Context: an optimization exercise on an open-source flow, tuned for small area and a short achievable clock period. The choices shown serve that exercise and are no tape-out recipe. At most, simulation tests tie the RTL to the original design; equivalence was not proved. Only the layout flow was run in runs 3 to 6; the RTL was not checked for function there. Power is estimated from default activity; no workload was simulated.

--- design/flow/config.mk ---
export PLATFORM = sky130hd
export DESIGN_NAME = topmodule
export DESIGN_NICKNAME = topmodule
export VERILOG_FILES = /design/flow/design.v
export SDC_FILE = /design/flow/constraint.sdc
export NUM_CORES = 8
export LEC_CHECK = 0
export CAP_MARGIN = 20
export CORE_MARGIN = 2
export CORE_UTILIZATION = 50
export SLEW_MARGIN = 20
--- design/flow/constraint.sdc ---
create_clock -name core_clock -period 10.0 [get_ports {clk}]
set_input_delay 2.0000 -clock core_clock [delete_from_list [all_inputs] [get_ports {clk}]]
set_output_delay 2.0000 -clock core_clock [all_outputs]
set_load 0.01 [all_outputs]
--- design/flow/design.v ---
module topmodule (
	input clk, rst,
	output [31:0] PC_out, RD1, RD2,
	output wire [31:0] Inst,
	output REGWr,
	output [3:0] ALUCnt,
	output [31:0] ALUOutW, ReadDataW,
	input [31:0] InstrF,
	output [31:0] DataAdrM, WriteDataM,
	output MemWriteM,
	input [31:0] ReadDataM);
reg [31:0] pcF;                        
reg [31:0] instD;                      
reg [31:0] rd1E, rd2E, srcbE;          
reg [3:0]  alucE, condE, waE;          
reg [1:0]  flagwE;
reg        regwE, memwE, memtoregE, pcsE, blE;
reg [31:0] aluM, wdataM;               
reg [3:0]  waM;
reg        regwM, memwM, memtoregM, pcsM, blM;
reg [31:0] aluW, rdataW;               
reg        regwW, memtoregW, pcsW;
reg [3:0]  flagr;                      
reg        nzp, cvp;                   
reg        cM, vM;                     
reg [15:0] sel1, sel2;                 
reg [14:0] valid;                      
reg [4:0]  amtD, shamtD;               
reg [1:0]  shD;                        
reg        alusrcD, subD;              
wire [479:0] rf;                       
assign PC_out     = pcF;
assign Inst       = instD;
assign RD1        = rd1E;
assign RD2        = rd2E;
assign ALUCnt     = alucE;
assign DataAdrM   = aluM;
assign WriteDataM = wdataM;
assign MemWriteM  = memwM;
assign ALUOutW    = aluW;
assign ReadDataW  = rdataW;
assign REGWr      = regwW;
wire [31:0] pc4     = {pcF[31:2] + 30'd1, pcF[1:0]};
wire [31:0] resultW = memtoregW ? rdataW : aluW;
wire [31:0] pcnext  = pcsW ? resultW : pc4;
wire [31:0] instF = InstrF;
wire [14:0] wevec;
wire [14:0] vnext = valid | wevec;
wire        strF  = (instF[27:26] == 2'b01) & ~instF[20];
wire [3:0]  ra1F  = instF[19:16];
wire [3:0]  ra2F  = strF ? instF[15:12] : instF[3:0];
wire        bxF   = (instF[27:4] == 24'h12FFF1);
wire        dpF   = (instF[27:26] == 2'b00) & ~bxF;
wire [4:0]  shamtF = dpF ? instF[11:7] : 5'd0;
wire [1:0]  shF    = dpF ? instF[6:5]  : 2'd0;
wire        subF   = dpF & (instF[23:21] == 3'b010);    
always @(posedge clk) begin
	pcF     <= rst ? 32'd0 : pcnext;
	instD   <= rst ? 32'd0 : instF;
	sel1    <= rst ? 16'd0 : ((16'd1 << ra1F) & {1'b1, vnext});
	sel2    <= rst ? 16'd0 : ((16'd1 << ra2F) & {1'b1, vnext});
	valid   <= rst ? 15'd0 : vnext;
	shamtD  <= rst ? 5'd0 : shamtF;
	shD     <= rst ? 2'd0 : shF;
	amtD    <= rst ? 5'd0 : ((shF == 2'b00) ? (5'd0 - shamtF) : shamtF);
	alusrcD <= ~rst & (dpF ? instF[25] : (instF[27:26] == 2'b01) | (instF[27:26] == 2'b10));
	subD    <= ~rst & subF;
end
wire [1:0] op    = instD[27:26];
wire [3:0] cmd   = instD[24:21];
wire       sbit  = instD[20];
wire [3:0] rn    = instD[19:16];
wire [3:0] rd    = instD[15:12];
wire [3:0] rm    = instD[3:0];
wire isBX  = (instD[27:4] == 24'h12FFF1);
wire isDP  = (op == 2'b00) & ~isBX;
wire isMem = (op == 2'b01);
wire isSTR = isMem & ~instD[20];
wire isLDR = isMem &  instD[20];
wire isBr  = (op == 2'b10);
wire isBL  = isBr & instD[24];
wire isCMP = (cmd == 4'b1010);
wire regwD = (isDP & ~isCMP) | isLDR | isBL;
wire pcsD  = ((rd == 4'd15) & regwD) | isBr | isBX;
reg [3:0] alucD;
reg [1:0] flagwD;
always @* begin
	if (isDP) begin
		case (cmd)
		4'b0100: begin alucD = 4'b0100; flagwD = sbit ? 2'b11 : 2'b00; end
		4'b0010: begin alucD = 4'b0010; flagwD = sbit ? 2'b11 : 2'b00; end
		4'b0000: begin alucD = 4'b0000; flagwD = sbit ? 2'b10 : 2'b00; end
		4'b1100: begin alucD = 4'b1100; flagwD = sbit ? 2'b10 : 2'b00; end
		4'b1101: begin alucD = 4'b1101; flagwD = sbit ? 2'b10 : 2'b00; end
		4'b1010: begin alucD = 4'b0010; flagwD = 2'b11; end
		default: begin alucD = 4'b1101; flagwD = 2'b00; end
		endcase
	end else begin
		alucD  = (isBr | isBX) ? 4'b1101 : 4'b0100;
		flagwD = 2'b00;
	end
end
genvar gi;
reg [31:0] rv1, rv2;
integer i;
always @* begin
	rv1 = {32{sel1[15]}} & pc4;
	rv2 = {32{sel2[15]}} & pc4;
	for (i = 0; i < 15; i = i + 1) begin
		rv1 = rv1 | ({32{sel1[i]}} & rf[i*32 +: 32]);
		rv2 = rv2 | ({32{sel2[i]}} & rf[i*32 +: 32]);
	end
end
reg [31:0] extimm;
always @* begin
	if (isMem)     extimm = {20'd0, instD[11:0]};
	else if (isBr) extimm = {{6{instD[23]}}, instD[23:0], 2'b00};
	else           extimm = {24'd0, instD[7:0]};
end
wire [31:0] srcb    = alusrcD ? extimm : rv2;
wire [31:0] srcx = srcb ^ {32{subD}};
wire [4:0]  amt  = amtD;
wire [4:0]  shamt = shamtD;
wire [1:0]  sh   = shD;
wire        lsl  = (sh == 2'b00);
wire [31:0] r0   = amt[0] ? {srcx[0],    srcx[31:1]} : srcx;
wire [31:0] r1   = amt[1] ? {r0[1:0],   r0[31:2]}   : r0;
wire [31:0] r2   = amt[2] ? {r1[3:0],   r1[31:4]}   : r1;
wire [31:0] r3   = amt[3] ? {r2[7:0],   r2[31:8]}   : r2;
wire [31:0] r4   = amt[4] ? {r3[15:0],  r3[31:16]}  : r3;
wire [31:0] mr   = {32{1'b1}} >> shamt;    
wire [31:0] ml   = {32{1'b1}} << shamt;    
wire [31:0] keep = (sh == 2'b11) ? {32{1'b1}} : (lsl ? ml : mr);
wire        fill = ((sh == 2'b10) & srcb[31]) ^ subD;
wire [31:0] shifted = (r4 & keep) | ({32{fill}} & ~keep);
always @(posedge clk) begin
	rd1E  <= rst ? 32'd0 : rv1;
	rd2E  <= rst ? 32'd0 : rv2;
	srcbE <= shifted;
	waE   <= isBL ? 4'd14 : rd;
	blE   <= isBL;
	memtoregE <= isLDR;
	if (rst) begin
		alucE <= 4'd0; condE <= 4'd0; flagwE <= 2'd0;
		regwE <= 1'b0; memwE <= 1'b0; pcsE <= 1'b0;
	end else begin
		alucE <= alucD; condE <= instD[31:28]; flagwE <= flagwD;
		regwE <= regwD; memwE <= isSTR; pcsE <= pcsD;
	end
end
wire        isSub = alucE[1];
wire [31:0] bx    = srcbE;                  
wire [32:0] sum   = {1'b0, rd1E} + {1'b0, bx} + {32'd0, isSub};
reg  [31:0] aluout;
always @* begin
	case (alucE)
	4'b0100, 4'b0010: aluout = sum[31:0];
	4'b1100:          aluout = rd1E | srcbE;
	4'b1101:          aluout = srcbE;
	default:          aluout = rd1E & srcbE;
	endcase
end
wire fC = isSub ? ~sum[31] : sum[32];
wire fV = (rd1E[31] == bx[31]) & (sum[31] != rd1E[31]);
wire [3:0] flags = {nzp ? aluM[31] : flagr[3],
                    nzp ? (aluM == 32'd0) : flagr[2],
                    cvp ? cM : flagr[1],
                    cvp ? vM : flagr[0]};
reg condex;
always @* begin
	case (condE)
	4'b0000: condex = flags[2];
	4'b0001: condex = ~flags[2];
	4'b0010: condex = flags[1];
	4'b0011: condex = ~flags[1];
	4'b0100: condex = flags[3];
	4'b0101: condex = ~flags[3];
	4'b0110: condex = flags[0];
	4'b0111: condex = ~flags[0];
	4'b1000: condex = ~flags[2] & flags[1];
	4'b1001: condex = flags[2] | ~flags[1];
	4'b1010: condex = ~(flags[3] ^ flags[0]);
	4'b1011: condex = flags[3] ^ flags[0];
	4'b1100: condex = ~flags[2] & ~(flags[3] ^ flags[0]);
	4'b1101: condex = flags[2] | (flags[3] ^ flags[0]);
	default: condex = 1'b1;
	endcase
end
always @(posedge clk) begin
	cM <= fC;
	vM <= fV;
	if (rst) begin
		flagr <= 4'd0; nzp <= 1'b0; cvp <= 1'b0;
	end else begin
		flagr <= flags;
		nzp   <= flagwE[1] & condex;
		cvp   <= flagwE[0] & condex;
	end
end
always @(posedge clk) begin
	wdataM    <= rd2E;
	waM       <= waE;
	blM       <= blE;
	memtoregM <= memtoregE;
	if (rst) begin
		aluM <= 32'd0; regwM <= 1'b0; memwM <= 1'b0; pcsM <= 1'b0;
	end else begin
		aluM  <= aluout;
		regwM <= regwE & condex;
		memwM <= memwE & condex;
		pcsM  <= pcsE & condex;
	end
end
wire [31:0] wd   = blM ? pcnext : (memtoregM ? ReadDataM : aluM);
generate
	for (gi = 0; gi < 15; gi = gi + 1) begin : g_rf
		wire wen = regwM & (waM == gi);
		assign wevec[gi] = wen;
		reg [31:0] r;
		always @(posedge clk)
			if (wen) r <= wd;
		assign rf[gi*32 +: 32] = r;
	end
endgenerate
always @(posedge clk) begin
	memtoregW <= memtoregM;
	if (rst) begin
		aluW <= 32'd0; rdataW <= 32'd0; regwW <= 1'b0; pcsW <= 1'b0;
	end else begin
		aluW <= aluM; rdataW <= ReadDataM; regwW <= regwM; pcsW <= pcsM;
	end
end
endmodule
--- design/flow/flow/run.sh ---
#!/bin/bash
set -euo pipefail
cd "$(dirname "$0")/.."
bash standard.sh \
  "BUFFER_PORTS_ARGS=-buffer_cell sky130_fd_sc_hd__buf_2" \
  MATCH_CELL_FOOTPRINT=0 \
  SETUP_SLACK_MARGIN=6.2 \
  "CTS_ARGS=-sink_clustering_enable -repair_clock_nets -dont_use_dummy_load -sink_clustering_size 20 -sink_clustering_max_diameter 60" \
  finish > flow_make.log 2>&1
--- design/flow/standard.sh ---
#!/bin/bash
# synth_recipe.tcl (not shown) runs the flow's synth.tcl, then flattens the netlist and writes it again
# the make line also repeats each setting of config.mk as NAME=value (left out here)
make -C /OpenROAD-flow-scripts/flow DESIGN_CONFIG=/design/flow/config.mk WORK_HOME=/design/flow/orfs CLKGATE_MAP_FILE= SYNTH_SCRIPT=/design/flow/synth_recipe.tcl "${@:-finish}"
==> results of run 1 <==
[registers in the layout, indices dropped and copies added, names as in the netlist, 2 cells and up]
signal	flops
aluW	32
sel2	16
waM	4
rdataW	32
valid	15
flagwE	2
condE	4
shD	2
rd1E	32
sel1	16
flagr	4
aluM	32
rd2E	32
pcF	32
waE	4
g_rf.r	480
srcbE	32
amtD	5
wdataM	32
instD	32
shamtD	4
alucE	4
[how the worst max path moves through the flow]
stage / from / end / cells after the start
6_report: sel2[8] / srcbE[16] / 11
5_1_grt: sel2[8] / srcbE[5] / 11
4_1_cts: pcF[2] / srcbE[4] / 11
3_5_place_dp: pcF[11] / srcbE[4] / 10
3_3_place_gp: pcF[11] / srcbE[4] / 10
2_1_floorplan: regwM / sel2[0] / 4
[logic make-up (layout without fill, tap and decap cells)]
group,count (synthesis),in the layout
other,0,6
multiplexers,171,171
AND/OR/NAND/NOR,1157,1157
buffers and inverters,358,609
AO/OA/AOI/OAI,1084,1084
flip-flops,867,867
adder cells (fa/ha/maj),76,76
XOR/XNOR,74,74
[metal layers]
layer / track usage / routed length, µm
met3: 0.107 / 22300
met4: 0.196 / 10600
met1: 0.543 / 67600
met5: 0 / 57
met2: 0.606 / 76500
[worst reg2reg max path: stages, from the launching register on]
cell      delay [ps]
dfxtp_1          310
buf_4            340
a222oi_1         490
nand3_1          270
a311oi_1         450
nand3_2          240
a221oi_4         400
mux2i_4          180
mux2i_4          210
mux2_1           360
a221oi_1         250
mux2_2           210
[placed cells by master, fill, tap and decap left out, drive strengths merged, types with 19 or more instances in the layout]
master / count
a211oi: 78
a21oi: 127
a221oi: 55
a222oi: 71
a22o: 42
a22oi: 345
a31oi: 38
and2: 22
and3: 43
buf: 438
clkbuf: 75
dfxtp: 387
edfxtp: 480
ha: 68
inv: 93
mux2: 25
mux2i: 127
mux4: 19
nand2: 223
nand2b: 41
nand3: 111
nand4: 75
nor2: 304
nor2b: 152
nor3: 63
nor4: 29
o21ai: 133
o22ai: 22
o31ai: 20
xnor2: 48
xor2: 26
[final cells by class]
class | instances | area share
timing repair buffer | 440 | 0.0550
clock buffer | 73 | 0.0393
antenna | 6 | 0.000323
multi-input combinational | 2562 | 0.391
inverter | 96 | 0.00784
tap | 1070 | 0.0288
sequential | 867 | 0.477
[where the power goes]
group	internal, mW	leakage (nW)	total (mW)	switching (mW)
clock network	1.28	0.900	2.51	1.22
logic	0.211	8.42	0.612	0.402
registers	3.82	7.58	3.91	0.0863
[what timing repair did]
action,CTS,global route
gates resized for setup,33,65
endpoints found under the setup margin,32,36
pin swaps,1,16
buffers inserted,2,20
[per-stage QoR]
stage | setup WS [ps] | std cells | power [mW]
after CTS | 6170 | 5088 | 7.03
after detailed placement | 5450 | 5013 | 4.57
after floorplan | 6360 | 3787 | 4.31
after global routing | 6140 | 5110 | 7.22
after global placement | 5520 | 5013 | 4.57
final | 6180 | 5114 | 7.03
==> results.py, run 1 <==
metrics = {
    "status": {
        "status": "timing/DRC/antenna clean",
    },
    "sta": {
        "holdWs_ps": 281,
        "grt_setup_unrepaired": "true",
        "fin_crit_sh": 0.382,
        "drv_slew": 0,
        "fin_setup_tns_ps": 0,
        "post-route-min-period_ps": 3820,
        "fmax_mhz": 262,
        "slew_headroom": 0.171,
        "final_hold_viol_count": 0,
        "tightest_slew_ps": 1240,
        "fin_skew_ps": 97.1,
        "setup_violations": 0,
    },
    "die": {
        "start_util": 0.503,
        "die_h_um": 291,
        "die-area_mm2": 0.0847,
        "row_count": 105,
        "die_x_um": 291,
        "core_area_mm2": 0.0818,
        "io_pins": 328,
    },
    "worst_setup_path": {
        "cp_common_cell": "mux2i_4",
        "reg2reg_slack_ps": 6180,
        "cp.required_ps": 10510,
        "cp-start-kind": "flop",
        "crit_buf_inv": 1,
        "crit_type": "reg2reg",
        "path_max_fanout": 32,
        "crit_slowest_cell": "a222oi_1",
        "arrival_ps": 4340,
        "reg2reg_from": "sel2[8]",
        "max_stage_delay_ps": 470,
        "setup.worst_path.end_class": "flop",
        "path_cells": "buf_4 > a222oi_1 > nand3_1 > a311oi_1 > nand3_2 > a221oi_4 > mux2i_4 > mux2i_4 > mux2_1 > a221oi_1 > mux2_2",
        "reg2reg_depth": 11,
        "critPathTopFamily": "compound AO/OA/AOI/OAI gates",
        "timing.rr.end": "srcbE[16]",
    },
    "global_routing": {
        "gr-total-overflow": 0,
        "antenna_found_initial": 11,
        "grt_first_pass_wirelength_um": 246000,
        "first_global_vias": 32800,
        "grt_max_degree": 181,
        "track_usage": 0.404,
    },
    "final_layout": {
        "final_util": 0.568,
        "final_cell_area_mm2": 0.0465,
        "multi_input_area_mm2": 0.0182,
        "syn2layout_area_growth_pct": 12.8,
        "fin_nets": 4176,
        "regArea_mm2": 0.0222,
        "fill_cells": 7184,
        "drive_gt1_frac": 0.175,
    },
    "worst_hold_path": {
        "whs_path_depth": 0,
        "hp-start": "waE[2]",
        "worstHoldEndpoint": "waM[2]",
        "hp-class": "reg2reg",
    },
    "logic_synthesis": {
        "synth-adder-area-share": 0.0231,
        "synth-simple-area-share": 0.145,
        "syn_inst": 3787,
        "synth_edf_count": 480,
        "synth_top_area_frac": 0.350,
        "synth_fp_nets": 3923,
        "synthTopCellsByArea": "edfxtp_1 35%, dfxtp_1 19%, a22oi_1 6.3%, mux2i_1 3.0%, nor2_1 2.8%",
        "synth_cell_types": 109,
        "ys_seq_area_frac": 0.538,
        "ys_seq_elements": 867,
        "synthFlopType": "edfxtp_1",
        "synth_compound_gate_area_share": 0.193,
        "synth_top_cell_by_area": "edfxtp_1",
        "synth_top_family_by_area": "compound AO/OA/AOI/OAI gates",
        "syn_area_mm2": 0.0412,
        "synthXorXnorAreaFrac": 0.0159,
        "async_flop_share": 0,
        "avgSynthCellArea_um2": 10.9,
        "post-synth-top-count-cell": "edfxtp_1",
        "yosysWarnings": 1,
        "synth_common_cells": "480 x edfxtp_1, 387 x dfxtp_1, 344 x a22oi_1, 304 x nor2_1, 223 x nand2_1",
        "synth_mux_area_frac": 0.0496,
    },
    "clock_tree": {
        "cts.htree.levels": 3,
        "insertion_delay_ps": 660,
        "cts_hold_buf": 0,
        "clockBufferDepth": 3,
        "cts_tree": "done",
        "cts.sinks": 867,
        "cts_inserted_buffers": 73,
        "cts-root-buf": "clkbuf_16",
        "clk_pin_slew_ps": 80,
    },
    "route": {
        "vias": 35900,
        "drt_first_pass_iters": 10,
        "wl_um": 177000,
        "drc": 0,
        "routed_via_density": 7.02,
        "wl_per_cell_um": 34.6,
        "ant_nets": 0,
        "first_iter_violations": 5655,
    },
    "power_and_ir_drop": {
        "p_leak_nw": 16.9,
        "powerDensity_mw_per_mm2": 151,
        "ir_drop_mv": 0.152,
    },
    "placed_design": {
        "hpwl_um": 116000,
        "numPortBuffers": 327,
        "gp_congestion": 0.985,
        "place_area_mm2": 0.0439,
    },
    "flow_run": {
        "drv_cap": 0,
    },
}
==> run 2: changes to the inputs <==
==> design/flow/flow/run.sh (replaced) <==
#!/bin/bash
set -euo pipefail
cd "$(dirname "$0")/.."
bash standard.sh \
  "BUFFER_PORTS_ARGS=-buffer_cell sky130_fd_sc_hd__buf_1" \
  MATCH_CELL_FOOTPRINT=0 \
  SETUP_SLACK_MARGIN=6.4 \
  "CTS_ARGS=-sink_clustering_enable -repair_clock_nets -dont_use_dummy_load -sink_clustering_size 25 -sink_clustering_max_diameter 70" \
  finish > flow_make.log 2>&1
--- a/design/flow/config.mk
+++ b/design/flow/config.mk
@@ -5,7 +5,7 @@
 export SDC_FILE = /design/flow/constraint.sdc
 export NUM_CORES = 8
 export LEC_CHECK = 0
-export CAP_MARGIN = 20
+export CAP_MARGIN = 25
 export CORE_MARGIN = 2
 export CORE_UTILIZATION = 50
-export SLEW_MARGIN = 20
+export SLEW_MARGIN = 25
==> run 2 against run 1 <==
Effect of this change: combinational power about the same; critical path depth is the same; setup slack better by 150 ps; largest cell class unchanged; still clean; synthesized cell count unchanged; wire length decreased by 0.45%; first-iteration DRC count increased by 10%; total power down 7.1%; largest power group unchanged; clock-buffer cell count is 23 lower.
==> results.py, run 2 <==
metrics = {
    "final_layout": {
        "most-common-layout-cells": "480 x edfxtp_1, 353 x dfxtp_1, 342 x a22oi_1",
        "mostFrequentLayoutCell": "edfxtp_1",
        "syn2layout_area_growth_pct": 11.8,
        "regMostFlops": "g_rf.r",
        "largest_reg_flops": 480,
        "drive_gt1_frac": 0.112,
        "fill_cells": 7223,
        "fin_nets": 4169,
    },
    "logic_synthesis": {
        "synthFlopType": "edfxtp_1",
        "ys_seq_elements": 867,
        "post-synth-top-count-cell": "edfxtp_1",
        "synth_common_cells": "480 x edfxtp_1, 387 x dfxtp_1, 344 x a22oi_1, 304 x nor2_1, 223 x nand2_1",
        "async_flop_share": 0,
        "ys_seq_area_frac": 0.538,
        "synth_fp_nets": 3923,
        "synthTopCellsByArea": "edfxtp_1 35%, dfxtp_1 19%, a22oi_1 6.3%, mux2i_1 3.0%, nor2_1 2.8%",
        "synth_top_cell_by_area": "edfxtp_1",
        "synth_cell_types": 109,
        "synth_top_area_frac": 0.350,
        "syn_inst": 3787,
        "synth_edf_count": 480,
        "syn_area_mm2": 0.0412,
        "avgSynthCellArea_um2": 10.9,
        "yosysWarnings": 1,
    },
    "worst_setup_path": {
        "reg2reg_slack_ps": 6330,
        "reg2reg_from": "sel2[4]",
        "cp.required_ps": 10520,
        "crit_type": "reg2reg",
        "arrival_ps": 4190,
        "reg2reg_depth": 11,
        "setup.worst_path.end_class": "flop",
        "timing.rr.end": "srcbE[23]",
        "cp-start-kind": "flop",
        "path_max_fanout": 32,
    },
    "worst_hold_path": {
        "hp-start": "waE[1]",
        "hp-class": "reg2reg",
        "worstHoldEndpoint": "waM[1]",
        "whs_path_depth": 0,
    },
    "route": {
        "wl_um": 176000,
        "wl_per_cell_um": 34.5,
        "ant_nets": 0,
        "first_iter_violations": 6242,
        "routed_via_density": 7.04,
        "drt_first_pass_iters": 9,
        "vias": 35900,
        "drc": 0,
    },
    "clock_tree": {
        "cts_inserted_buffers": 50,
        "cts_hold_buf": 0,
        "cts.htree.levels": 2,
        "cts_tree": "done",
        "clockBufferDepth": 3,
        "insertion_delay_ps": 680,
        "cts-root-buf": "clkbuf_16",
        "clk_pin_slew_ps": 100,
        "cts.sinks": 867,
    },
    "power_and_ir_drop": {
        "p_leak_nw": 15.5,
        "ir_drop_mv": 0.123,
        "power_mw": 6.53,
        "powerDensity_mw_per_mm2": 142,
    },
    "placed_design": {
        "numPortBuffers": 327,
        "gp_congestion": 1.04,
        "preCtsSetupSlack_ps": 5740,
        "hpwl_um": 115000,
    },
    "global_routing": {
        "first_global_vias": 32700,
        "grt_max_degree": 153,
        "grt_first_pass_wirelength_um": 244000,
        "antenna_found_initial": 5,
        "track_usage": 0.400,
        "gr-total-overflow": 0,
    },
    "sta": {
        "fin_setup_tns_ps": 0,
        "holdWs_ps": 330,
        "grt_setup_unrepaired": "true",
        "post-route-min-period_ps": 3670,
        "final_hold_viol_count": 0,
        "drv_slew": 0,
        "setup_violations": 0,
        "slew_headroom": 0.231,
        "worst_slack_ps": 6330,
        "fin_crit_sh": 0.367,
        "fmax_mhz": 272,
        "tightest_slew_ps": 1150,
        "fin_skew_ps": 96.5,
    },
    "die": {
        "die-area_mm2": 0.0847,
        "start_util": 0.503,
        "die_h_um": 291,
        "core_area_mm2": 0.0818,
        "die_x_um": 291,
        "io_pins": 328,
        "row_count": 105,
    },
    "status": {
        "status": "timing/DRC/antenna clean",
    },
    "flow_run": {
        "drv_cap": 0,
    },
}
-- run 2: cell counts after synthesis --
No cell type changed its count.
-- run 2: area by class of cell --
| class | count | area (µm²) | area share |
|---|---|---|---|
| Clock buffer | 50 | 1250 | 0.0272 |
| Antenna cell | 2 | 5.00 | 0.000109 |
| Inverter | 96 | 367 | 0.00797 |
| Multi-Input combinational cell | 2562 | 18500 | 0.402 |
| Timing Repair Buffer | 456 | 2360 | 0.0514 |
| Sequential cell | 867 | 22200 | 0.483 |
| Tap cell | 1070 | 1340 | 0.0291 |
-- run 2: cell families after synthesis --
group / Yosys count / synth area share
multiplexers: 171 / 0.0496
buffers and inverters: 358 / 0.0349
adder cells (fa/ha/maj): 76 / 0.0231
flip-flops: 867 / 0.538
AND/OR/NAND/NOR: 1157 / 0.145
XOR/XNOR: 74 / 0.0159
AO/OA/AOI/OAI: 1084 / 0.193
-- run 2: where the power goes --
part           leakage (nW)  internal (mW)  total, mW  switching (mW)
registers              7.59           3.82       3.91          0.0868
clock network         0.616          0.885       2.02            1.13
logic                  7.31          0.205      0.611           0.405
-- run 2: worst max path at each step --
stage               cells past startpoint         to        from
floorplan                              11    amtD[4]  InstrF[20]
global placement                       10   srcbE[4]     pcF[11]
detailed placement                     11  srcbE[16]     sel2[2]
CTS                                    12  srcbE[16]      pcF[2]
global route                           11  srcbE[23]     sel2[4]
finish                                 11  srcbE[23]     sel2[4]
-- run 2: routing by layer --
metal  vias up  GRT usage  part of all wire
met5         -          0           0.00041
met4         6      0.206             0.063
met3       603      0.103              0.13
met2      2678      0.602              0.43
met1     17600      0.535              0.38
li1      15000          -                 -
-- run 2: worst max-delay path, stage by stage, from the launching register on --
cell and delay, ps:
dfxtp_1 320, buf_6 260, a222oi_1 370, nand3_1 270, o21ai_0 260, o41a_1 400
a31oi_1 150, xnor2_1 250, mux2i_1 150, mux2_2 340, mux4_2 480, mux2_2 270
-- run 2: what timing repair did --
item,CTS,global route
pin swaps,14,32
setup endpoints to repair,55,60
setup buffers,21,14
resized for setup,84,133
-- run 2: metrics by stage --
stage          area, µm²  cells   util
5_1_grt            46000   5101  0.562
2_1_floorplan      41200   3787      -
4_1_cts            45400   5087  0.554
3_5_place_dp       43600   5016  0.532
6_report           46000   5103  0.562
3_3_place_gp       43500   5016  0.532
==> run 3: changes to the inputs <==
--- a/design/flow/design.v
+++ b/design/flow/design.v
@@ -19,11 +19,13 @@
 reg [3:0]  waM;
 reg        regwM, memwM, memtoregM, pcsM, blM;
 reg [31:0] aluW, rdataW;               
-reg        regwW, memtoregW, pcsW;
+reg        regwW, memtoregW, pcsW, blW;
 reg [3:0]  flagr;                      
 reg        nzp, cvp;                   
 reg        cM, vM;                     
-reg [15:0] sel1, sel2;                 
+reg [15:0] sel1;                       
+reg [31:0] pre2;                       
+reg        hit2, r15s2;                
 reg [14:0] valid;                      
 reg [4:0]  amtD, shamtD;               
 reg [1:0]  shD;                        
@@ -43,6 +45,7 @@
 wire [31:0] pc4     = {pcF[31:2] + 30'd1, pcF[1:0]};
 wire [31:0] resultW = memtoregW ? rdataW : aluW;
 wire [31:0] pcnext  = pcsW ? resultW : pc4;
+wire [31:0] wdW     = blW ? pcF : resultW;    
 wire [31:0] instF = InstrF;
 wire [14:0] wevec;
 wire [14:0] vnext = valid | wevec;
@@ -58,13 +61,23 @@
 	pcF     <= rst ? 32'd0 : pcnext;
 	instD   <= rst ? 32'd0 : instF;
 	sel1    <= rst ? 16'd0 : ((16'd1 << ra1F) & {1'b1, vnext});
-	sel2    <= rst ? 16'd0 : ((16'd1 << ra2F) & {1'b1, vnext});
+	pre2    <= rst ? 32'd0 : pre2F;
+	hit2    <= ~rst & (|(oh2F[14:0] & wevec));
+	r15s2   <= ~rst & oh2F[15];
 	valid   <= rst ? 15'd0 : vnext;
 	shamtD  <= rst ? 5'd0 : shamtF;
 	shD     <= rst ? 2'd0 : shF;
 	amtD    <= rst ? 5'd0 : ((shF == 2'b00) ? (5'd0 - shamtF) : shamtF);
 	alusrcD <= ~rst & (dpF ? instF[25] : (instF[27:26] == 2'b01) | (instF[27:26] == 2'b10));
 	subD    <= ~rst & subF;
+end
+wire [15:0] oh2F = 16'd1 << ra2F;
+reg  [31:0] pre2F;
+integer k;
+always @* begin
+	pre2F = 32'd0;
+	for (k = 0; k < 15; k = k + 1)
+		pre2F = pre2F | ({32{oh2F[k] & valid[k] & ~wevec[k]}} & rf[k*32 +: 32]);
 end
 wire [1:0] op    = instD[27:26];
 wire [3:0] cmd   = instD[24:21];
@@ -105,10 +118,9 @@
 integer i;
 always @* begin
 	rv1 = {32{sel1[15]}} & pc4;
-	rv2 = {32{sel2[15]}} & pc4;
+	rv2 = ({32{r15s2}} & pc4) | ({32{hit2}} & wdW) | pre2;
 	for (i = 0; i < 15; i = i + 1) begin
 		rv1 = rv1 | ({32{sel1[i]}} & rf[i*32 +: 32]);
-		rv2 = rv2 | ({32{sel2[i]}} & rf[i*32 +: 32]);
 	end
 end
 reg [31:0] extimm;
@@ -226,8 +238,10 @@
 	memtoregW <= memtoregM;
 	if (rst) begin
 		aluW <= 32'd0; rdataW <= 32'd0; regwW <= 1'b0; pcsW <= 1'b0;
+		blW  <= 1'b0;
 	end else begin
 		aluW <= aluM; rdataW <= ReadDataM; regwW <= regwM; pcsW <= pcsM;
+		blW  <= blM;
 	end
 end
 endmodule
==> design/flow/flow/run.sh (replaced) <==
#!/bin/bash
set -euo pipefail
cd "$(dirname "$0")/.."
bash standard.sh \
  "BUFFER_PORTS_ARGS=-buffer_cell sky130_fd_sc_hd__buf_2" \
  MATCH_CELL_FOOTPRINT=0 \
  SETUP_SLACK_MARGIN=6.4 \
  "CTS_ARGS=-sink_clustering_enable -repair_clock_nets -dont_use_dummy_load -sink_clustering_size 25 -sink_clustering_max_diameter 70" \
  finish > flow_make.log 2>&1
--- a/design/flow/config.mk
+++ b/design/flow/config.mk
@@ -5,7 +5,7 @@
 export SDC_FILE = /design/flow/constraint.sdc
 export NUM_CORES = 8
 export LEC_CHECK = 0
-export CAP_MARGIN = 25
+export CAP_MARGIN = 20
 export CORE_MARGIN = 2
 export CORE_UTILIZATION = 50
-export SLEW_MARGIN = 25
+export SLEW_MARGIN = 20
==> run 3 against run 2 <==
Effect of this change: still clean; clock power barely moved; via count rose by 2.3%; sequential power rose by 1%; clock skew fell by 13 ps; cell count rose by 2.3%; non-clock buffer count rose by 145; clock-buffer cell count did not move; register-to-register slack got worse by 40 ps; sequential cell count rose by 19; critical path depth rose by 3; sequential share of layout area fell by 2.5 points; critical path type is now in2reg.
==> results.py, run 3 <==
metrics = {
    "global_routing": {
        "gr-total-overflow": 0,
        "grt_max_degree": 146,
        "first_global_vias": 33200,
        "grt_first_pass_wirelength_um": 248000,
        "antenna_found_initial": 7,
        "track_usage": 0.405,
    },
    "placed_design": {
        "numPortBuffers": 327,
        "gp_congestion": 1.03,
        "hpwl_um": 113000,
        "dp.cells": 4993,
        "place_area_mm2": 0.0445,
    },
    "route": {
        "dr_wl_met3_um": 25000,
        "drt_first_pass_iters": 9,
        "drc": 0,
        "first_iter_violations": 6089,
        "vias": 36700,
        "routed_via_density": 7.03,
        "wl_um": 185000,
        "ant_nets": 0,
        "routed-wl-met2_um": 78100,
        "wl_per_cell_um": 35.5,
        "highest_layer": "met5",
        "wirelength_met1_um": 68100,
    },
    "logic_synthesis": {
        "avgSynthCellArea_um2": 11.0,
        "post-synth-top-count-cell": "edfxtp_1",
        "synthFlopType": "edfxtp_1",
        "synth_common_cells": "480 x edfxtp_1, 406 x dfxtp_1, 279 x nor2_1, 257 x a22oi_1, 234 x clkbuf_1",
        "synth_top_cell_by_area": "edfxtp_1",
        "synthTopCellsByArea": "edfxtp_1 35%, dfxtp_1 20%, a22oi_1 4.6%, mux2i_1 2.7%, nor2_1 2.5%",
        "synth_fp_nets": 3914,
        "ys_seq_elements": 886,
        "synth_cell_types": 97,
        "ys_seq_area_frac": 0.543,
        "synth_top_area_frac": 0.347,
        "syn_area_mm2": 0.0415,
        "async_flop_share": 0,
        "syn_inst": 3778,
        "yosysWarnings": 1,
        "synth_edf_count": 480,
    },
    "final_layout": {
        "largest_reg_flops": 480,
        "syn2layout_area_growth_pct": 19.2,
        "drive_gt1_frac": 0.240,
        "fill_cells": 6848,
        "regMostFlops": "g_rf.r",
        "most-common-layout-cells": "480 x edfxtp_1, 363 x dfxtp_1, 326 x buf_2",
        "mostFrequentLayoutCell": "edfxtp_1",
        "final_cell_area_mm2": 0.0495,
        "fin_nets": 4286,
        "layout.cells.non_filler": 5221,
    },
    "status": {
        "status": "timing/DRC/antenna clean",
    },
    "sta": {
        "fin_skew_ps": 83.2,
        "slew_headroom": 0.206,
        "fin_setup_tns_ps": 0,
        "setup_violations": 0,
        "tightest_slew_ps": 1180,
        "drv_slew": 0,
        "grt_setup_unrepaired": "true",
        "final_hold_viol_count": 0,
        "post-route-min-period_ps": 3770,
        "fin_crit_sh": 0.377,
        "holdWs_ps": 331,
        "fmax_mhz": 265,
    },
    "clock_tree": {
        "cts_tree": "done",
        "cts_hold_buf": 0,
        "cts-root-buf": "clkbuf_16",
        "insertion_delay_ps": 660,
        "clockBufferDepth": 3,
        "cts_inserted_buffers": 50,
        "cts.sinks": 886,
        "cts.htree.levels": 2,
        "clk_pin_slew_ps": 90,
    },
    "die": {
        "row_count": 105,
        "die_h_um": 292,
        "io_pins": 328,
        "start_util": 0.506,
        "die-area_mm2": 0.0854,
        "core_area_mm2": 0.0821,
        "die_x_um": 292,
    },
    "power_and_ir_drop": {
        "p_leak_nw": 17.9,
        "switching_share": 0.251,
        "ir_drop_mv": 0.131,
        "seq_power_share": 0.590,
        "powerDensity_mw_per_mm2": 136,
        "p_clk_frac": 0.305,
        "p_int_mw": 5.04,
        "p_comb_frac": 0.105,
        "power.switching_mw": 1.68,
    },
    "worst_setup_path": {
        "setup.worst_path.end_class": "flop",
        "max_stage_delay_ps": 350,
        "path_cells": "buf_8 > inv_8 > ha_4 > nand2b_4 > mux2i_4 > buf_6 > nand2b_4 > nor4b_4 > buf_4 > buf_12 > buf_12 > a22o_1 > a221oi_2 > a31oi_1",
        "crit_type": "in2reg",
        "crit_slowest_cell": "mux2i_4",
        "arrival_ps": 4330,
        "cp-start-kind": "primary input",
        "path_max_fanout": 8,
        "cp.required_ps": 10560,
    },
    "flow_run": {
        "drv_cap": 0,
    },
    "worst_hold_path": {
        "hp-class": "reg2reg",
    },
}
-- run 3: cell families after synthesis --
kind of cell | count (synthesis) | synth area share
buffers and inverters | 392 | 0.0364
adder cells (fa/ha/maj) | 78 | 0.0234
flip-flops | 886 | 0.543
AND/OR/NAND/NOR | 1037 | 0.129
multiplexers | 162 | 0.0466
AO/OA/AOI/OAI | 1127 | 0.202
XOR/XNOR | 96 | 0.0204
-- run 3: worst max-delay path, delay by kind of cell --
kind / cells / cell delay [ps]
buffers and inverters: 6 / 840
muxes: 1 / 350
adders and majority gates: 1 / 150
and+or+nand+nor: 3 / 610
AOI/OAI and AO/OA: 3 / 380
-- run 3: path summary, 6_finish.rpt --
kind	to	slack [ps]	from	cells past startpoint
worst max-delay path	pre2[26]	6230	InstrF[27]	14
worst min-delay path	blM	330	blE	0
worst max register to register	srcbE[24]	6290	pcF[9]	12
worst min register to register	blM	330	blE	0
-- run 3: timing repair --
action | CTS | global route
setup buffers | 49 | 100
pin swaps | 34 | 86
setup endpoints to repair | 145 | 73
cloned | 11 | 14
resized for setup | 272 | 166
-- run 3: area by class of cell --
class                      instances  area, µm²  area share
sequential                       886      22700       0.458
multi-input combinational       2501      19300       0.390
timing repair buffer             601       4510      0.0910
tap                             1070       1340      0.0270
clock buffer                      50       1250      0.0253
inverter                         110        429     0.00867
antenna                            3       7.51    0.000152
-- run 3: stage by stage --
step	power (mW)	setup slack, ps	utilization
3_3_place_gp	4.66	5030	0.542
5_1_grt	6.90	6180	0.603
4_1_cts	6.67	6340	0.580
6_report	6.72	6230	0.603
3_5_place_dp	4.66	4990	0.543
2_1_floorplan	4.40	5860	-
-- run 3: per-layer routing --
metal | GRT usage | up-vias
li1 | - | 15300
met1 | 0.538 | 17700
met2 | 0.604 | 2975
met3 | 0.103 | 713
met4 | 0.226 | 6
met5 | 0 | -
-- run 3: power by group through the flow --
stage / registers, mW / clock network, mW / logic [mW]
after floorplan: 4.02 / 0 / 0.380
after global placement: 4.05 / 0 / 0.611
after detailed placement: 4.05 / 0 / 0.616
after CTS: 3.96 / 2.06 / 0.646
after global routing: 3.97 / 2.19 / 0.746
final: 3.96 / 2.05 / 0.708
==> run 4: changes to the inputs <==
--- a/design/flow/design.v
+++ b/design/flow/design.v
@@ -19,17 +19,15 @@
 reg [3:0]  waM;
 reg        regwM, memwM, memtoregM, pcsM, blM;
 reg [31:0] aluW, rdataW;               
-reg        regwW, memtoregW, pcsW, blW;
+reg        regwW, memtoregW, pcsW;
 reg [3:0]  flagr;                      
 reg        nzp, cvp;                   
 reg        cM, vM;                     
-reg [15:0] sel1;                       
-reg [31:0] pre2;                       
-reg        hit2, r15s2;                
+reg [15:0] sel1, sel2;                 
 reg [14:0] valid;                      
 reg [4:0]  amtD, shamtD;               
 reg [1:0]  shD;                        
-reg        alusrcD, subD;              
+reg        immD, subD;                 
 wire [479:0] rf;                       
 assign PC_out     = pcF;
 assign Inst       = instD;
@@ -45,7 +43,6 @@
 wire [31:0] pc4     = {pcF[31:2] + 30'd1, pcF[1:0]};
 wire [31:0] resultW = memtoregW ? rdataW : aluW;
 wire [31:0] pcnext  = pcsW ? resultW : pc4;
-wire [31:0] wdW     = blW ? pcF : resultW;    
 wire [31:0] instF = InstrF;
 wire [14:0] wevec;
 wire [14:0] vnext = valid | wevec;
@@ -61,23 +58,13 @@
 	pcF     <= rst ? 32'd0 : pcnext;
 	instD   <= rst ? 32'd0 : instF;
 	sel1    <= rst ? 16'd0 : ((16'd1 << ra1F) & {1'b1, vnext});
-	pre2    <= rst ? 32'd0 : pre2F;
-	hit2    <= ~rst & (|(oh2F[14:0] & wevec));
-	r15s2   <= ~rst & oh2F[15];
+	sel2    <= rst ? 16'd0 : ((16'd1 << ra2F) & {1'b1, vnext});
 	valid   <= rst ? 15'd0 : vnext;
 	shamtD  <= rst ? 5'd0 : shamtF;
 	shD     <= rst ? 2'd0 : shF;
 	amtD    <= rst ? 5'd0 : ((shF == 2'b00) ? (5'd0 - shamtF) : shamtF);
-	alusrcD <= ~rst & (dpF ? instF[25] : (instF[27:26] == 2'b01) | (instF[27:26] == 2'b10));
+	immD    <= ~rst & dpF & instF[25];
 	subD    <= ~rst & subF;
-end
-wire [15:0] oh2F = 16'd1 << ra2F;
-reg  [31:0] pre2F;
-integer k;
-always @* begin
-	pre2F = 32'd0;
-	for (k = 0; k < 15; k = k + 1)
-		pre2F = pre2F | ({32{oh2F[k] & valid[k] & ~wevec[k]}} & rf[k*32 +: 32]);
 end
 wire [1:0] op    = instD[27:26];
 wire [3:0] cmd   = instD[24:21];
@@ -118,18 +105,15 @@
 integer i;
 always @* begin
 	rv1 = {32{sel1[15]}} & pc4;
-	rv2 = ({32{r15s2}} & pc4) | ({32{hit2}} & wdW) | pre2;
+	rv2 = {32{sel2[15]}} & pc4;
 	for (i = 0; i < 15; i = i + 1) begin
 		rv1 = rv1 | ({32{sel1[i]}} & rf[i*32 +: 32]);
-	end
-end
-reg [31:0] extimm;
-always @* begin
-	if (isMem)     extimm = {20'd0, instD[11:0]};
-	else if (isBr) extimm = {{6{instD[23]}}, instD[23:0], 2'b00};
-	else           extimm = {24'd0, instD[7:0]};
-end
-wire [31:0] srcb    = alusrcD ? extimm : rv2;
+		rv2 = rv2 | ({32{sel2[i]}} & rf[i*32 +: 32]);
+	end
+end
+wire        memBr  = isMem | isBr;
+wire [31:0] extMB  = isMem ? {20'd0, instD[11:0]} : {{6{instD[23]}}, instD[23:0], 2'b00};
+wire [31:0] srcb = immD ? {24'd0, instD[7:0]} : rv2;
 wire [31:0] srcx = srcb ^ {32{subD}};
 wire [4:0]  amt  = amtD;
 wire [4:0]  shamt = shamtD;
@@ -140,11 +124,17 @@
 wire [31:0] r2   = amt[2] ? {r1[3:0],   r1[31:4]}   : r1;
 wire [31:0] r3   = amt[3] ? {r2[7:0],   r2[31:8]}   : r2;
 wire [31:0] r4   = amt[4] ? {r3[15:0],  r3[31:16]}  : r3;
-wire [31:0] mr   = {32{1'b1}} >> shamt;    
-wire [31:0] ml   = {32{1'b1}} << shamt;    
-wire [31:0] keep = (sh == 2'b11) ? {32{1'b1}} : (lsl ? ml : mr);
-wire        fill = ((sh == 2'b10) & srcb[31]) ^ subD;
-wire [31:0] shifted = (r4 & keep) | ({32{fill}} & ~keep);
+wire [31:0] ml   = {32{1'b1}} << shamt;
+wire [31:0] mr;
+generate
+	for (gi = 0; gi < 32; gi = gi + 1) begin : g_mr
+		assign mr[gi] = ml[31 - gi];
+	end
+endgenerate
+wire [31:0] keep = memBr ? 32'd0 : ((sh == 2'b11) ? {32{1'b1}} : (lsl ? ml : mr));
+wire        fill = (sh == 2'b10) ? srcx[31] : subD;    
+wire [31:0] fillv = memBr ? extMB : {32{fill}};
+wire [31:0] shifted = (r4 & keep) | (fillv & ~keep);
 always @(posedge clk) begin
 	rd1E  <= rst ? 32'd0 : rv1;
 	rd2E  <= rst ? 32'd0 : rv2;
@@ -162,17 +152,27 @@
 end
 wire        isSub = alucE[1];
 wire [31:0] bx    = srcbE;                  
-wire [32:0] sum   = {1'b0, rd1E} + {1'b0, bx} + {32'd0, isSub};
-reg  [31:0] aluout;
-always @* begin
-	case (alucE)
-	4'b0100, 4'b0010: aluout = sum[31:0];
-	4'b1100:          aluout = rd1E | srcbE;
-	4'b1101:          aluout = srcbE;
-	default:          aluout = rd1E & srcbE;
-	endcase
-end
-wire fC = isSub ? ~sum[31] : sum[32];
+wire [31:0] ag = rd1E & bx, ap = rd1E ^ bx;
+reg  [31:0] G, P;
+integer d, j, b;
+always @* begin
+	G = {ag[31:1], ag[0] | (ap[0] & isSub)};
+	P = ap;
+	for (d = 1; d < 32; d = d * 2)
+		for (b = 0; b < 32; b = b + 1)
+			if (b & d) begin
+				j = (b & ~(d - 1)) - 1;        
+				G[b] = G[b] | (P[b] & G[j]);
+				P[b] = P[b] & P[j];
+			end
+end
+wire [32:0] carry = {G, isSub};
+wire [31:0] sum   = ap ^ carry[31:0];
+wire opArith = ~alucE[3] & (alucE[2] | alucE[1]);
+wire opOrr   = alucE[3] & ~alucE[0];
+wire opMov   = alucE[3] &  alucE[0];
+wire [31:0] aluout = opArith ? sum : ((ag & {32{~opMov}}) | (ap & {32{opOrr}}) | (bx & {32{opMov}}));
+wire fC = isSub ? ~sum[31] : carry[32];
 wire fV = (rd1E[31] == bx[31]) & (sum[31] != rd1E[31]);
 wire [3:0] flags = {nzp ? aluM[31] : flagr[3],
                     nzp ? (aluM == 32'd0) : flagr[2],
@@ -238,10 +238,8 @@
 	memtoregW <= memtoregM;
 	if (rst) begin
 		aluW <= 32'd0; rdataW <= 32'd0; regwW <= 1'b0; pcsW <= 1'b0;
-		blW  <= 1'b0;
 	end else begin
 		aluW <= aluM; rdataW <= ReadDataM; regwW <= regwM; pcsW <= pcsM;
-		blW  <= blM;
 	end
 end
 endmodule
==> run 4 against run 3 <==
Effect of this change: still clean; design area shrank 8.3%; first-iteration DRC count shrank 4.7%; utilization shrank 2.5 points; clock power shrank 2%; clock-buffer cell count is the same; critical path type is now reg2reg; largest cell class unchanged.
==> results.py, run 4 <==
metrics = {
    "worst_setup_path": {
        "cp-start-kind": "flop",
        "crit_type": "reg2reg",
        "crit_slowest_cell": "mux4_2",
        "arrival_ps": 4230,
        "cp.required_ps": 10500,
        "path_max_fanout": 25,
        "setup.worst_path.end_class": "flop",
        "cp_common_cell": "mux2i_1",
        "max_stage_delay_ps": 490,
        "path_cells": "buf_8 > a22o_1 > a221oi_1 > nand4_1 > nor3b_4 > mux2i_1 > o2111a_1 > and2_4 > mux4_2 > mux2_4 > mux2i_1",
    },
    "logic_synthesis": {
        "ys_seq_area_frac": 0.561,
        "synthTopCellsByArea": "edfxtp_1 37%, dfxtp_1 20%, a22oi_1 6.4%, nor2_1 2.6%, nor2b_1 2.3%",
        "synthFlopType": "edfxtp_1",
        "yosysWarnings": 1,
        "synth_cell_types": 87,
        "synth_top_cell_by_area": "edfxtp_1",
        "synth_edf_count": 480,
        "post-synth-top-count-cell": "edfxtp_1",
        "syn_inst": 3572,
        "synth_fp_nets": 3681,
        "synth_common_cells": "480 x edfxtp_1, 387 x dfxtp_1, 337 x a22oi_1, 276 x nor2_1, 213 x clkbuf_1",
        "async_flop_share": 0,
        "ys_seq_elements": 867,
        "synth_top_area_frac": 0.365,
        "syn_area_mm2": 0.0395,
        "avgSynthCellArea_um2": 11.1,
    },
    "sta": {
        "slew_headroom": 0.198,
        "setup_violations": 0,
        "drv_slew": 0,
        "tightest_slew_ps": 1200,
        "holdWs_ps": 336,
        "fmax_mhz": 268,
        "fin_setup_tns_ps": 0,
        "fin_skew_ps": 130,
        "post-route-min-period_ps": 3730,
        "grt_setup_unrepaired": "true",
        "final_hold_viol_count": 0,
        "fin_crit_sh": 0.373,
    },
    "flow_run": {
        "drv_cap": 0,
    },
    "route": {
        "first_iter_violations": 5802,
        "ant_nets": 0,
        "vias": 35000,
        "routed_via_density": 7.12,
        "wl_per_cell_um": 36.3,
        "wl_um": 178000,
        "drt_first_pass_iters": 10,
        "drc": 0,
    },
    "clock_tree": {
        "clk_pin_slew_ps": 90,
        "cts_hold_buf": 0,
        "cts_inserted_buffers": 50,
        "cts.sinks": 867,
        "cts.htree.levels": 2,
        "insertion_delay_ps": 680,
        "cts_tree": "done",
        "cts-root-buf": "clkbuf_16",
        "clockBufferDepth": 3,
    },
    "die": {
        "core_area_mm2": 0.0786,
        "die_h_um": 285,
        "io_pins": 328,
        "die-area_mm2": 0.0812,
        "die_x_um": 285,
        "row_count": 103,
        "start_util": 0.502,
    },
    "global_routing": {
        "met1_usage": 0.552,
        "antenna_found_initial": 13,
        "gr-usage-met2": 0.623,
        "busiest_layer": "met2",
        "grt_first_pass_wirelength_um": 244000,
        "track_usage": 0.421,
        "first_global_vias": 32500,
        "gr-total-overflow": 0,
        "grt.met3_usage": 0.145,
        "grt_max_degree": 119,
    },
    "final_layout": {
        "fin_nets": 3976,
        "drive_gt1_frac": 0.215,
        "regMostFlops": "g_rf.r",
        "most-common-layout-cells": "480 x edfxtp_1, 345 x dfxtp_1, 335 x a22oi_1",
        "mostFrequentLayoutCell": "edfxtp_1",
        "final_cell_area_mm2": 0.0454,
        "largest_reg_flops": 480,
        "syn2layout_area_growth_pct": 15.0,
        "fill_cells": 6641,
    },
    "worst_hold_path": {
        "hp-class": "reg2reg",
    },
    "status": {
        "status": "timing/DRC/antenna clean",
    },
    "power_and_ir_drop": {
        "power_mw": 6.57,
        "powerDensity_mw_per_mm2": 145,
        "p_leak_nw": 16.5,
        "ir_drop_mv": 0.196,
    },
    "placed_design": {
        "numPortBuffers": 327,
        "place_area_mm2": 0.0424,
        "hpwl_um": 117000,
        "gp_congestion": 1.03,
    },
}
-- run 4: cell count changes after synthesis, sizes merged, moves of 31 or more --
cell	previous run	this run
a22o	85	36
ha	68	37
nand3	70	102
a221oi	93	45
inv	109	38
a22oi	257	337
-- run 4: logic make-up after synthesis --
logic type	count (synthesis)	synth area share
flip-flops	867	0.561
buffers and inverters	305	0.0299
AND/OR/NAND/NOR	1071	0.139
XOR/XNOR	82	0.0182
AO/OA/AOI/OAI	1066	0.196
adder cells (fa/ha/maj)	44	0.0150
multiplexers	137	0.0407
-- run 4: where the power goes --
| group | total [mW] | internal [mW] | switching, mW |
|---|---|---|---|
| sequential | 3.93 | 3.84 | 0.0952 |
| combinational | 0.632 | 0.208 | 0.424 |
| clock | 2.01 | 0.885 | 1.12 |
-- run 4: critical path: cells and delay by family (launching register included) --
kind	cells	cell delay [ps]
muxes	4	1060
and+or+nand+nor	3	980
AOI/OAI and AO/OA	3	860
DFF	1	420
buffers and inverters	1	250
-- run 4: path summary, 6_finish.rpt --
path,start,to,slack (ps),cells after the start
worst max-delay path,sel2[2],srcbE[28],6270,11
worst min-delay path,memtoregE,memtoregM,340,0
worst max register to register,sel2[2],srcbE[28],6270,11
worst min register to register,memtoregE,memtoregM,340,0
-- run 4: repair_timing --
action / in CTS / in global routing
pin swaps: 21 / 54
hold endpoints to repair: 0 / 0
endpoints found under the setup margin: 133 / 61
cloned: 0 / 2
gates resized for setup: 122 / 140
setup buffers: 37 / 39
-- run 4: stage by stage --
stage | instances | setup slack [ps] | util
finish | 4917 | 6270 | 0.578
global route | 4915 | 6240 | 0.578
CTS | 4874 | 6290 | 0.565
detailed placement | 4787 | 5560 | 0.539
global placement | 4784 | 5560 | 0.539
floorplan | 3572 | 6380 | -
-- run 4: final cells by class --
cell class              instances  area [µm²]  area share
multi-input cells            2400       17200       0.379
flip-flops and latches        867       22300       0.491
well taps                    1050        1310      0.0289
diodes                          2        5.00    0.000110
inverters                      42         158     0.00347
repair buffers                506        3200      0.0706
clock buffers                  50        1250      0.0276
-- run 4: per-layer routing --
metal / wire length [µm] / up-vias
met5: 80 / -
met4: 11400 / 12
met3: 27200 / 674
met2: 75100 / 2987
met1: 64500 / 17000
li1: - / 14400
==> run 5: changes to the inputs <==
==> design/flow/flow/run.sh (replaced) <==
#!/bin/bash
set -euo pipefail
cd "$(dirname "$0")/.."
bash standard.sh \
  "BUFFER_PORTS_ARGS=-buffer_cell sky130_fd_sc_hd__buf_1" \
  MATCH_CELL_FOOTPRINT=0 \
  SETUP_SLACK_MARGIN=6.4 \
  "CTS_ARGS=-sink_clustering_enable -repair_clock_nets -dont_use_dummy_load -sink_clustering_size 25 -sink_clustering_max_diameter 70" \
  finish > flow_make.log 2>&1
--- a/design/flow/config.mk
+++ b/design/flow/config.mk
@@ -5,7 +5,7 @@
 export SDC_FILE = /design/flow/constraint.sdc
 export NUM_CORES = 8
 export LEC_CHECK = 0
-export CAP_MARGIN = 20
+export CAP_MARGIN = 25
 export CORE_MARGIN = 2
 export CORE_UTILIZATION = 50
-export SLEW_MARGIN = 20
+export SLEW_MARGIN = 25
==> run 5 against run 4 <==
Effect of this change: sequential power hardly changed; clock power hardly changed; die area stayed put; non-clock buffer count is 3 lower; critical path type unchanged.
==> results.py, run 5 <==
metrics = {
    "global_routing": {
        "track_usage": 0.428,
        "gr-total-overflow": 0,
        "antenna_found_initial": 16,
        "grt_first_pass_wirelength_um": 249000,
        "grt_max_degree": 173,
        "first_global_vias": 32800,
    },
    "placed_design": {
        "hpwl_um": 119000,
        "numPortBuffers": 327,
        "gp_congestion": 1.03,
    },
    "worst_setup_path": {
        "max_stage_delay_ps": 660,
        "crit_slowest_cell": "nor2_1",
        "arrival_ps": 4260,
        "reg2reg_depth": 10,
        "crit_type": "reg2reg",
        "cp-start-kind": "flop",
        "path_max_fanout": 32,
        "setup.worst_path.end_class": "flop",
        "cp.required_ps": 10500,
        "path_cells": "buf_4 > a222oi_1 > nand3_1 > nor2_1 > nand4_1 > a32oi_1 > xnor2_1 > mux4_2 > mux2_4 > mux2i_1",
    },
    "clock_tree": {
        "cts.sinks": 867,
        "cts-root-buf": "clkbuf_16",
        "cts_hold_buf": 0,
        "cts_tree": "done",
        "clockBufferDepth": 3,
        "clk_pin_slew_ps": 100,
        "cts_inserted_buffers": 49,
        "insertion_delay_ps": 670,
        "cts.htree.levels": 2,
    },
    "die": {
        "die_h_um": 285,
        "die-area_mm2": 0.0812,
        "row_count": 103,
        "die_x_um": 285,
        "core_area_mm2": 0.0786,
        "io_pins": 328,
        "start_util": 0.502,
    },
    "sta": {
        "fin_setup_tns_ps": 0,
        "setup_violations": 0,
        "post-route-min-period_ps": 3760,
        "grt_setup_unrepaired": "true",
        "fmax_mhz": 266,
        "fin_crit_sh": 0.376,
        "tightest_slew_ps": 1140,
        "fin_skew_ps": 98.7,
        "slew_headroom": 0.238,
        "holdWs_ps": 333,
        "drv_slew": 0,
        "final_hold_viol_count": 0,
    },
    "power_and_ir_drop": {
        "powerDensity_mw_per_mm2": 146,
        "p_int_mw": 4.90,
        "p_clk_frac": 0.305,
        "p_comb_frac": 0.095,
        "switching_share": 0.254,
        "p_leak_nw": 15.2,
        "power.switching_mw": 1.67,
        "seq_power_share": 0.600,
        "ir_drop_mv": 0.198,
    },
    "final_layout": {
        "mostFrequentLayoutCell": "edfxtp_1",
        "regMostFlops": "g_rf.r",
        "largest_reg_flops": 480,
        "most-common-layout-cells": "480 x edfxtp_1, 345 x dfxtp_1, 333 x a22oi_1",
        "fin_nets": 3973,
        "syn2layout_area_growth_pct": 13.9,
        "drive_gt1_frac": 0.128,
        "fill_cells": 6714,
    },
    "logic_synthesis": {
        "syn_inst": 3572,
        "synth_top_cell_by_area": "edfxtp_1",
        "synth_mux_area_frac": 0.0407,
        "synth_edf_count": 480,
        "synth_common_cells": "480 x edfxtp_1, 387 x dfxtp_1, 337 x a22oi_1, 276 x nor2_1, 213 x clkbuf_1",
        "synth-adder-area-share": 0.0150,
        "synth_top_area_frac": 0.365,
        "synth_top_family_by_area": "compound AO/OA/AOI/OAI gates",
        "avgSynthCellArea_um2": 11.1,
        "synth-simple-area-share": 0.139,
        "synth_cell_types": 87,
        "synthXorXnorAreaFrac": 0.0182,
        "synth_compound_gate_area_share": 0.196,
        "syn_area_mm2": 0.0395,
        "yosysWarnings": 1,
        "synthFlopType": "edfxtp_1",
        "async_flop_share": 0,
        "ys_seq_elements": 867,
        "synthTopCellsByArea": "edfxtp_1 37%, dfxtp_1 20%, a22oi_1 6.4%, nor2_1 2.6%, nor2b_1 2.3%",
        "synth_fp_nets": 3681,
        "ys_seq_area_frac": 0.561,
        "post-synth-top-count-cell": "edfxtp_1",
    },
    "route": {
        "drt_first_pass_iters": 10,
        "wl_per_cell_um": 36.9,
        "vias": 35500,
        "first_iter_violations": 5603,
        "ant_nets": 0,
        "routed_via_density": 7.21,
        "drc": 0,
        "wl_um": 181000,
    },
    "flow_run": {
        "drv_cap": 0,
    },
    "worst_hold_path": {
        "whs_path_depth": 0,
        "hp-class": "reg2reg",
    },
    "status": {
        "status": "timing/DRC/antenna clean",
    },
}
## run 5: layout make-up
| type | instances | area (µm²) | area share |
|---|---|---|---|
| Timing Repair Buffer | 503 | 2860 | 0.0635 |
| Multi-Input combinational cell | 2400 | 17100 | 0.381 |
| Clock buffer | 49 | 1230 | 0.0273 |
| Sequential cell | 867 | 22300 | 0.495 |
| Inverter | 42 | 161 | 0.00359 |
| Tap cell | 1050 | 1310 | 0.0292 |
| Timing Repair inverter | 1 | 5.00 | 0.000111 |
| Antenna cell | 5 | 12.5 | 0.000278 |
## run 5: final timing paths
path,endpoint,slack [ps],from
setup / recovery,srcbE[28],6240,sel2[2]
hold / removal,blM,330,blE
setup reg to reg,srcbE[28],6240,sel2[2]
hold reg to reg,blM,330,blE
## run 5: cells by family after synthesis
family / Yosys count
simple gates: 1071
compound gates: 1066
flops: 867
buf+inv: 305
mux: 137
xor+xnor: 82
fa+ha+maj: 44
## run 5: power groups by stage
stage	Clock (mW)	Combinational (mW)	Sequential [mW]
2_1_floorplan	0	0.334	3.98
3_3_place_gp	0	0.565	4.02
3_5_place_dp	0	0.574	4.02
4_1_cts	2.00	0.587	3.94
5_1_grt	2.13	0.651	3.94
6_report	2.01	0.621	3.94
## run 5: repair_timing
item | 4_1_cts | 5_1_grt
setup buffers | 54 | 20
gates resized for setup | 149 | 99
gates cloned | 4 | 2
pin swaps | 32 | 34
endpoints found under the setup margin | 139 | 39
## run 5: routing by layer
metal	vias up	global-route usage	routed length (µm)
met5	-	0	197
met2	3006	0.633	77000
met1	17300	0.560	66400
met3	701	0.150	26400
met4	10	0.211	11500
li1	14400	-	-
## run 5: stage by stage
stage | cells | util | worst slack (ps) | total power, mW | area [µm²]
after global routing | 4912 | 0.572 | 6260 | 6.72 | 45000
after floorplan | 3572 | - | 6380 | 4.31 | 39500
after detailed placement | 4782 | 0.534 | 5440 | 4.60 | 42000
after global placement | 4782 | 0.533 | 5520 | 4.59 | 41900
after CTS | 4889 | 0.563 | 6340 | 6.53 | 44200
final | 4917 | 0.572 | 6240 | 6.56 | 45000
## run 5: critical path: cells and delay by family (launching register included)
family                 cells  cell delay [ps]
multiplexers               3              910
AND/OR/NAND/NOR            3             1010
AO/OA/AOI/OAI              2              850
buffers and inverters      1              290
flip-flops                 1              310
XOR/XNOR                   1              170
==> run 6: changes to the inputs <==
--- a/design/flow/config.mk
+++ b/design/flow/config.mk
@@ -8,4 +8,5 @@
 export CAP_MARGIN = 25
 export CORE_MARGIN = 2
 export CORE_UTILIZATION = 50
+export PLACE_DENSITY = 0.7
 export SLEW_MARGIN = 25
==> run 6 against run 5 <==
Effect of this change: utilization decreased by 0.39 points; first-iteration DRC count grew 11%; clock-buffer cell count is 1 higher; cell count down 0.33%; critical endpoint is now srcbE[7].
==> results.py, run 6 <==
metrics = {
    "logic_synthesis": {
        "synth_edf_count": 480,
        "avgSynthCellArea_um2": 11.1,
        "async_flop_share": 0,
        "synthTopCellsByArea": "edfxtp_1 37%, dfxtp_1 20%, a22oi_1 6.4%, nor2_1 2.6%, nor2b_1 2.3%",
        "post-synth-top-count-cell": "edfxtp_1",
        "synth_fp_nets": 3681,
        "synth_common_cells": "480 x edfxtp_1, 387 x dfxtp_1, 337 x a22oi_1, 276 x nor2_1, 213 x clkbuf_1",
        "synth_cell_types": 87,
        "synthFlopType": "edfxtp_1",
        "ys_seq_elements": 867,
        "syn_area_mm2": 0.0395,
        "synth_top_area_frac": 0.365,
        "yosysWarnings": 1,
        "syn_inst": 3572,
        "synth_top_cell_by_area": "edfxtp_1",
        "ys_seq_area_frac": 0.561,
    },
    "power_and_ir_drop": {
        "p_int_mw": 4.92,
        "ir_drop_mv": 0.135,
        "switching_share": 0.250,
        "power.switching_mw": 1.64,
        "p_comb_frac": 0.092,
        "seq_power_share": 0.600,
        "p_leak_nw": 15.1,
        "powerDensity_mw_per_mm2": 147,
        "power_mw": 6.56,
        "p_clk_frac": 0.308,
    },
    "route": {
        "wl_um": 167000,
        "drt_first_pass_iters": 11,
        "wl_per_cell_um": 34.1,
        "routed_via_density": 7.09,
        "drc": 0,
        "ant_nets": 0,
        "first_iter_violations": 6207,
        "vias": 34800,
    },
    "clock_tree": {
        "cts.htree.levels": 2,
        "cts_tree": "done",
        "cts.sinks": 867,
        "cts-root-buf": "clkbuf_16",
        "clockBufferDepth": 3,
        "clk_pin_slew_ps": 90,
        "insertion_delay_ps": 670,
        "cts_inserted_buffers": 50,
    },
    "final_layout": {
        "most-common-layout-cells": "480 x edfxtp_1, 354 x dfxtp_1, 334 x a22oi_1",
        "fill_cells": 6755,
        "regMostFlops": "g_rf.r",
        "final_util": 0.568,
        "drive_gt1_frac": 0.119,
        "syn2layout_area_growth_pct": 13.1,
        "mostFrequentLayoutCell": "edfxtp_1",
        "fin_nets": 3956,
        "largest_reg_flops": 480,
    },
    "worst_setup_path": {
        "reg2reg_from": "pcF[3]",
        "setup.worst_path.end_class": "flop",
        "cp-start-kind": "flop",
        "path_cells": "ha_4 > nand4_4 > buf_4 > nor4_4 > xor2_4 > a211o_1 > a222oi_1 > xnor2_2 > and2_1 > a211oi_2 > o211ai_1 > and3_1",
        "reg2reg_depth": 12,
        "arrival_ps": 4170,
        "reg2reg_slack_ps": 6310,
        "crit_end": "srcbE[7]",
        "startpoint": "pcF[3]",
        "crit_type": "reg2reg",
        "timing.rr.end": "srcbE[7]",
        "cp.required_ps": 10480,
        "crit_slowest_cell": "a222oi_1",
        "max_stage_delay_ps": 710,
        "path_max_fanout": 7,
    },
    "sta": {
        "grt_setup_unrepaired": "true",
        "tightest_slew_ps": 1180,
        "fmax_mhz": 271,
        "slew_headroom": 0.216,
        "setup_violations": 0,
        "post-route-min-period_ps": 3690,
        "fin_crit_sh": 0.369,
        "worst_slack_ps": 6310,
        "fin_skew_ps": 82.6,
        "final_hold_viol_count": 0,
        "fin_setup_tns_ps": 0,
        "holdWs_ps": 312,
        "drv_slew": 0,
    },
    "die": {
        "start_util": 0.502,
        "die-area_mm2": 0.0812,
        "core_area_mm2": 0.0786,
        "die_x_um": 285,
        "io_pins": 328,
        "die_h_um": 285,
        "row_count": 103,
    },
    "status": {
        "status": "timing/DRC/antenna clean",
    },
    "global_routing": {
        "grt_first_pass_wirelength_um": 231000,
        "antenna_found_initial": 9,
        "track_usage": 0.394,
        "grt_max_degree": 184,
        "first_global_vias": 31800,
        "gr-total-overflow": 0,
    },
    "flow_run": {
        "drv_cap": 0,
    },
    "placed_design": {
        "numPortBuffers": 327,
        "hpwl_um": 109000,
        "gp_congestion": 1.03,
        "preCtsSetupSlack_ps": 5560,
    },
    "worst_hold_path": {
        "hp-class": "reg2reg",
    },
}
[run 6: cell types whose count changed in the layout (fill, tap and decap cells not counted), sizes merged]
cell / previous run / this run
clkinvlp: 2 / 0
buf: 493 / 481
clkbuf: 59 / 55
inv: 37 / 38
diode: 5 / 6
[run 6: worst max-delay path: cells and delay by family, from the launching register on]
kind / cells / cell delay, ps
and+or+nand+nor: 4 / 980
buffers and inverters: 1 / 190
AOI/OAI and AO/OA: 4 / 1370
xor gates and xnor gates: 2 / 460
DFF: 1 / 370
adders and majority gates: 1 / 150
[run 6: layout make-up]
type | count | area (µm²) | share of cell area
Sequential cell | 867 | 22300 | 0.498
Clock buffer | 50 | 1250 | 0.0280
Tap cell | 1050 | 1310 | 0.0294
Antenna cell | 6 | 15.0 | 0.000336
Timing Repair Buffer | 486 | 2600 | 0.0581
Multi-Input combinational cell | 2400 | 17100 | 0.383
Inverter | 42 | 158 | 0.00353
[run 6: what timing repair did]
| item | 4_1_cts | 5_1_grt |
|---|---|---|
| gates cloned | 0 | 2 |
| gates resized for setup | 128 | 81 |
| buffers inserted | 33 | 27 |
| pin swaps | 21 | 29 |
| endpoints found under the setup margin | 66 | 57 |
| hold buffers | 0 | 0 |
[run 6: stage by stage]
step	cell area [µm²]	std cells
3_3_place_gp	41900	4781
6_report	44700	4901
3_5_place_dp	42000	4782
4_1_cts	44000	4865
2_1_floorplan	39500	3572
5_1_grt	44700	4895
[run 6: per-layer routing]
layer | wire length, µm | track usage | up-vias
li1 | - | - | 14400
met1 | 58500 | 0.504 | 16600
met2 | 71200 | 0.589 | 3048
met3 | 25400 | 0.130 | 720
met4 | 11900 | 0.221 | 6
met5 | 35 | 0 | -
[run 6: power groups by stage]
stage | Combinational, mW | Clock (mW) | Sequential [mW]
after global placement | 0.555 | 0 | 4.02
after floorplan | 0.334 | 0 | 3.98
final | 0.606 | 2.02 | 3.93
after CTS | 0.572 | 2.02 | 3.93
after detailed placement | 0.560 | 0 | 4.01
after global routing | 0.638 | 2.14 | 3.93
[run 6: how the worst min path moves through the flow]
stage,from,end,slack [ps],depth (start not counted)
global placement,waE[0],waM[0],310,0
detailed placement,blE,blM,310,0
CTS,waE[1],waM[1],310,0
finish,waE[1],waM[1],310,0
global route,waE[1],waM[1],330,0
floorplan,blE,blM,310,0
[run 6: cells by family after synthesis]
family | synth area share
and+or+nand+nor | 0.139
AOI/OAI and AO/OA | 0.196
DFF | 0.561
buffers and inverters | 0.0299
muxes | 0.0407
xor gates and xnor gates | 0.0182
adders and majority gates | 0.0150

[afterwards: timing with drivers on the ports]
Ports are ideal in the flow. The routed layouts listed here were re-timed in OpenROAD.
Step 1: set_driving_cell puts a clkbuf_16 on clk and a buf_2 on each other input, an assumption about the parent block.
Step 2 adds t to the input delays and takes it off the output delays; t is the mean of the earliest and latest rising clock arrival at the registers after step 1. Input paths then give back, and output paths get back, about the clock's delay inside the block.
Slacks: ideal ports / drivers / drivers and shift; pairs: ideal ports / drivers.
| run | t, ns | setup WS [ns] | worst register clock-pin slew, ns | worst data-port slew with drivers (ns) |
|---|---|---|---|---|
| run 1 | 0.685 | 6.177 / 6.177 / 5.854 | 0.08 / 0.08 | 0.07 |
| run 2 | 0.694 | 6.328 / 6.328 / 5.904 | 0.10 / 0.10 | 0.06 |
| run 3 | 0.681 | 6.227 / 6.236 / 5.555 | 0.10 / 0.10 | 0.09 |
| run 4 | 0.695 | 6.272 / 6.272 / 5.885 | 0.10 / 0.10 | 0.06 |
| run 5 | 0.696 | 6.245 / 6.245 / 5.903 | 0.10 / 0.10 | 0.06 |
| run 6 | 0.690 | 6.308 / 6.308 / 5.939 | 0.10 / 0.10 | 0.04 |
After both steps every run listed still meets setup and hold. For run 3, which loses most, drivers alone change the setup slack by +0.009 ns; drivers and shift together by -0.672 ns.
